Context: an optimization exercise on an open-source flow, tuned for small area. The choices shown serve that exercise and are no tape-out recipe. Function was checked by simulation only, so behaviour that the tests miss may differ from the original. Power is estimated from default activity; no workload was simulated.

job 6827:
==> flow/design.v (excerpt) <==
module magnitude_wrapper(
	input aclk,
	input aresetn,
	input s_i_data_valid,
	output reg s_o_data_ready,
	input [31:0] s_i_data,
	output reg m_o_data_valid,
	input m_i_data_ready,
	output [31:0] m_o_data
    );
For scale: roughly 110 flip-flops, roughly 70 I/O pins, roughly 7100 µm² of cells after synthesis.
Settings: LEC_CHECK=0, CAP_MARGIN=20, CORE_MARGIN=2, CORE_UTILIZATION=40, SLEW_MARGIN=20, SYNTH_HIERARCHICAL=1, SYNTH_MINIMUM_KEEP_SIZE=0; clock period 10.0 ns.
standard.sh (not shown) runs the stock make flow with config.mk's settings and CLKGATE_MAP_FILE= SYNTH_SCRIPT=/design/flow/synth_recipe.tcl, a recipe that flattens the netlist after the stock synthesis.
==> flow/flow/run.sh <==
#!/bin/bash
# Standard layout, but the port buffers are the smallest plain buffer and
# the clock tree uses smaller buffers without dummy loads.
set -euo pipefail
export BUFFER_PORTS_ARGS="-buffer_cell sky130_fd_sc_hd__buf_1"
export CTS_ARGS="-sink_clustering_enable -repair_clock_nets -dont_use_dummy_load -buf_list sky130_fd_sc_hd__clkbuf_8"
bash standard.sh finish > standard_flow.log 2>&1
Job 6827 | stages: all done | timing, DRC, antenna: all pass
The following lists how job 1376 was set up differently from job 6827:
- GPL_TIMING_DRIVEN now 0, previously not set
Results
On area fraction of clock buffers and clock inverters, job 6827 tracks job 1376 almost exactly. For job 6827, the cell with the largest stage delay on the worst path was sky130_fd_sc_hd__a222oi_1, unlike job 1376, where it was sky130_fd_sc_hd__fa_1. Job 1376: final cycle utilization of the critical path is 3.7 points higher than what job 6827 reported. Summary: register-to-register slack, job 1376 worse than job 6827. Status: combinational power parity (job 1376, job 6827). As far as count of input and output buffers goes, job 1376 and job 6827 are indistinguishable; the numbers are identical. Of job 6827 and job 1376, the lower non-clock buffer count belongs to job 6827. Job 6827 leaves more setup margin than job 1376. Job 1376 vs job 6827: switching power of the nets down by a few percent. Changes observed in job 1376 relative to job 6827: post-route non-filler standard cell count increased about 6%; post-layout utilization of the core saw an increase. Number of nets in the layout in job 1376 vs job 6827: up 6.4%.
> inputs changed (job 1376 -> job 4463)
- a deleted GPL_TIMING_DRIVEN that had been 0
- a change of CORE_UTILIZATION from 40 to 65
Notes after the runs:
Comparing job 1376 with job 4463, the power dissipated in sequential cells came out essentially unchanged.
The run showing the smaller overall fraction of global-route tracks in use is job 1376.
Job 1376 and job 4463 ended up with roughly the same data required time of the critical path.
On worst hold slack, job 4463 tracks job 1376 almost exactly.
Between job 4463 and job 1376, the routed wire length is lower for job 4463.
Higher area added between synthesis and finish among job 4463 and job 1376: job 1376
Critical path depth, job 4463 vs job 1376: up by a few percent
The following lists how job 5641 was set up differently from job 4463:
- CORE_UTILIZATION changed from 65 to 40
==> flow/run.sh (new file) <==
#!/bin/bash
# synth_recipe.tcl (not shown) runs the flow's synth.tcl, then flattens the netlist and writes it again
# the make line also repeats each setting of config.mk as NAME=value (left out here)
make -C /OpenROAD-flow-scripts/flow DESIGN_CONFIG=/design/flow/config.mk WORK_HOME=/design/flow/orfs CLKGATE_MAP_FILE= SYNTH_SCRIPT=/design/flow/synth_recipe.tcl finish
removed: flow/flow/run.sh
removed: flow/standard.sh
Notes after the runs:
Changes observed in job 5641 relative to job 4463: first-pass GRT wire length increased by 2000 µm relative to the old numbers; period utilization +3.4 points. On sequential share of layout area: between job 5641 and job 4463, it ends up higher for job 4463. Job 5641 ends up with a relative contribution of the clock network to total power that is 4.5 points higher than in job 4463. | multi-input combinational cell area | job 4463 vs job 5641 | ≈ equal |. Job 5641: well tap count 61% above job 4463. Diff job 4463..job 5641 | synthesized area | unchanged. Est. power | job 5641 vs job 4463 | job 5641 higher. Compared to job 4463, job 5641 has die area 60% higher.

magnitude_wrapper, a different RTL version from the one above (not shown whole).
Size: about 580 cells after synthesis, about 110 flip-flops, about 70 I/O pins, roughly 0.0072 sq mm of cells after synthesis.
==> flow/config.mk <==
export PLATFORM = sky130hd
export DESIGN_NAME = magnitude_wrapper
export DESIGN_NICKNAME = magnitude_wrapper
export VERILOG_FILES = /design/flow/design.v
export SDC_FILE = /design/flow/constraint.sdc
export NUM_CORES = 4
export LEC_CHECK = 0
export CAP_MARGIN = 20
export CORE_MARGIN = 2
export CORE_UTILIZATION = 40
export SLEW_MARGIN = 20
export SYNTH_HIERARCHICAL = 1
export SYNTH_MINIMUM_KEEP_SIZE = 0
==> flow/constraint.sdc <==
create_clock -name core_clock -period 10.0 [get_ports {aclk}]
set_input_delay 2.0000 -clock core_clock [delete_from_list [all_inputs] [get_ports {aclk}]]
set_output_delay 2.0000 -clock core_clock [all_outputs]
set_load 0.01 [all_outputs]
==> flow/flow/run.sh <==
#!/bin/bash
# Standard layout, but the port buffers are the smallest plain buffer.
set -euo pipefail
export BUFFER_PORTS_ARGS="-buffer_cell sky130_fd_sc_hd__buf_1"
bash standard.sh finish > standard_flow.log 2>&1
Change:
==> flow/run.sh (new file) <==
#!/bin/bash
# synth_recipe.tcl (not shown) runs the flow's synth.tcl, then flattens the netlist and writes it again
# the make line also repeats each setting of config.mk as NAME=value (left out here)
make -C /OpenROAD-flow-scripts/flow DESIGN_CONFIG=/design/flow/config.mk WORK_HOME=/design/flow/orfs CLKGATE_MAP_FILE= SYNTH_SCRIPT=/design/flow/synth_recipe.tcl finish
removed: flow/flow/run.sh
removed: flow/standard.sh
=> Design area grows by 5.1%; register-to-register slack is about the same; sequential power hardly moves.
Change:
==> flow/flow/run.sh (new file) <==
#!/bin/bash
# Standard layout, but the port buffers are the smallest plain buffer.
set -euo pipefail
export BUFFER_PORTS_ARGS="-buffer_cell sky130_fd_sc_hd__buf_1"
bash standard.sh finish > standard_flow.log 2>&1
==> flow/standard.sh (new file) <==
#!/bin/bash
# synth_recipe.tcl (not shown) runs the flow's synth.tcl, then flattens the netlist and writes it again
# the make line also repeats each setting of config.mk as NAME=value (left out here)
make -C /OpenROAD-flow-scripts/flow DESIGN_CONFIG=/design/flow/config.mk WORK_HOME=/design/flow/orfs CLKGATE_MAP_FILE= SYNTH_SCRIPT=/design/flow/synth_recipe.tcl "${@:-finish}"
CAP_MARGIN = 0   (was 20)
SLEW_MARGIN = 0   (was 20)
removed: flow/run.sh
Clock skew is about the same.
Non-clock buffer count is higher by 1.
Via count is lower by 0.88%.
Core utilization is lower by 2.4 points.
Power is lower by 2.4%.
Global-route usage is higher by 0.23 points.

== main ==
magnitude_wrapper with an RTL version that a note above also has.
For scale: roughly 570 cells after synthesis, roughly 70 I/O pins, ~7100 µm² of cells after synthesis.
==> flow/config.mk <==
export PLATFORM = sky130hd
export DESIGN_NAME = magnitude_wrapper
export DESIGN_NICKNAME = magnitude_wrapper
export VERILOG_FILES = /design/flow/design.v
export SDC_FILE = /design/flow/constraint.sdc
export NUM_CORES = 4
export LEC_CHECK = 0
export CAP_MARGIN = 20
export CORE_MARGIN = 2
export CORE_UTILIZATION = 40
export SLEW_MARGIN = 20
export SYNTH_HIERARCHICAL = 1
export SYNTH_MINIMUM_KEEP_SIZE = 0
==> flow/constraint.sdc <==
create_clock -name core_clock -period 10.0 [get_ports {aclk}]
set_input_delay 2.0000 -clock core_clock [delete_from_list [all_inputs] [get_ports {aclk}]]
set_output_delay 2.0000 -clock core_clock [all_outputs]
set_load 0.01 [all_outputs]
==> flow/flow/run.sh <==
#!/bin/bash
# Standard layout, but the port buffers are the smallest plain buffer and
# the clock tree uses smaller buffers without dummy loads.
set -euo pipefail
export BUFFER_PORTS_ARGS="-buffer_cell sky130_fd_sc_hd__buf_1"
export CTS_ARGS="-sink_clustering_enable -repair_clock_nets -dont_use_dummy_load -root_buf sky130_fd_sc_hd__clkbuf_8 -buf_list sky130_fd_sc_hd__clkbuf_4"
bash standard.sh finish > standard_flow.log 2>&1
Here is what was changed in the inputs of the feature branch compared with main.
==> flow/flow/run.sh <==
#!/bin/bash
# Standard layout, but the port buffers are the smallest plain buffer and
# the clock tree uses smaller buffers without dummy loads.
set -euo pipefail
export BUFFER_PORTS_ARGS="-buffer_cell sky130_fd_sc_hd__buf_1"
export CTS_ARGS="-sink_clustering_enable -repair_clock_nets -dont_use_dummy_load -root_buf sky130_fd_sc_hd__clkbuf_8 -tree_buf sky130_fd_sc_hd__clkbuf_4 -sink_clustering_buffer sky130_fd_sc_hd__clkbuf_4 -buf_list sky130_fd_sc_hd__clkbuf_4 -sink_clustering_size 12"
bash standard.sh finish > standard_flow.log 2>&1
Notes after the runs:
The feature branch did not stop at any stage, and its layout met the timing, design-rule and antenna checks. Re per-instance average area after synthesis: no difference whatsoever between main and the feature branch. Taking main as the reference, in the feature branch via total after detailed routing roughly the same; number of global-route vias before repair about even; part of the power in the clock network held steady. Total power: the feature branch vs main identical. main and the feature branch ended up with nearly the same final standard cell area without fillers. The cell count after placement on main is in line with that on the feature branch. The feature branch -> main: count of pins over their slew limit delta 0, exact match. Diff main..the feature branch | worst slack on hold paths | unchanged. Reported for main and the feature branch, final wirelength turned out identical to the last digit.

afterwards: timing with drivers on the ports:
The flow's constraints put no driver on any port. The routed layouts listed below were extracted and timed again, unchanged, in two steps.
Step 1 assumes that a clkbuf_16 drives the clock port and a buf_2 every other input.
Step 2 also shifts input and output timing later by t, the mid clock arrival at the registers, as if the neighbouring blocks saw the same clock.
Three values: no drivers, after step 1, after step 2; two values: the first two.
run	t (ns)	setup slack, ns	worst hold slack (ns)
job 6827	0.408	0.688 / 0.700 / 0.292	0.397 / 0.397 / 0.397
job 1376	0.416	0.315 / 0.331 / -0.085	0.395 / 0.395 / 0.395
job 4463	0.414	0.690 / 0.703 / 0.288	0.393 / 0.393 / 0.393
job 5641	0.402	0.351 / 0.370 / -0.032	0.390 / 0.390 / 0.390
the first run of note 2	0.404	1.803 / 1.816 / 1.412	0.383 / 0.383 / 0.383
the second run of note 2	0.392	1.454 / 1.467 / 1.075	0.387 / 0.387 / 0.387
the third run of note 2	0.405	1.805 / 1.819 / 1.414	0.383 / 0.383 / 0.383
main	0.408	0.688 / 0.700 / 0.292	0.397 / 0.397 / 0.397
the feature branch	0.408	0.688 / 0.700 / 0.292	0.397 / 0.397 / 0.397
Met with ideal ports but missed after step 2: setup timing in job 1376 and job 5641. For job 4463, which loses most, drivers alone change the setup slack by +0.013 ns; drivers and shift together by -0.402 ns.
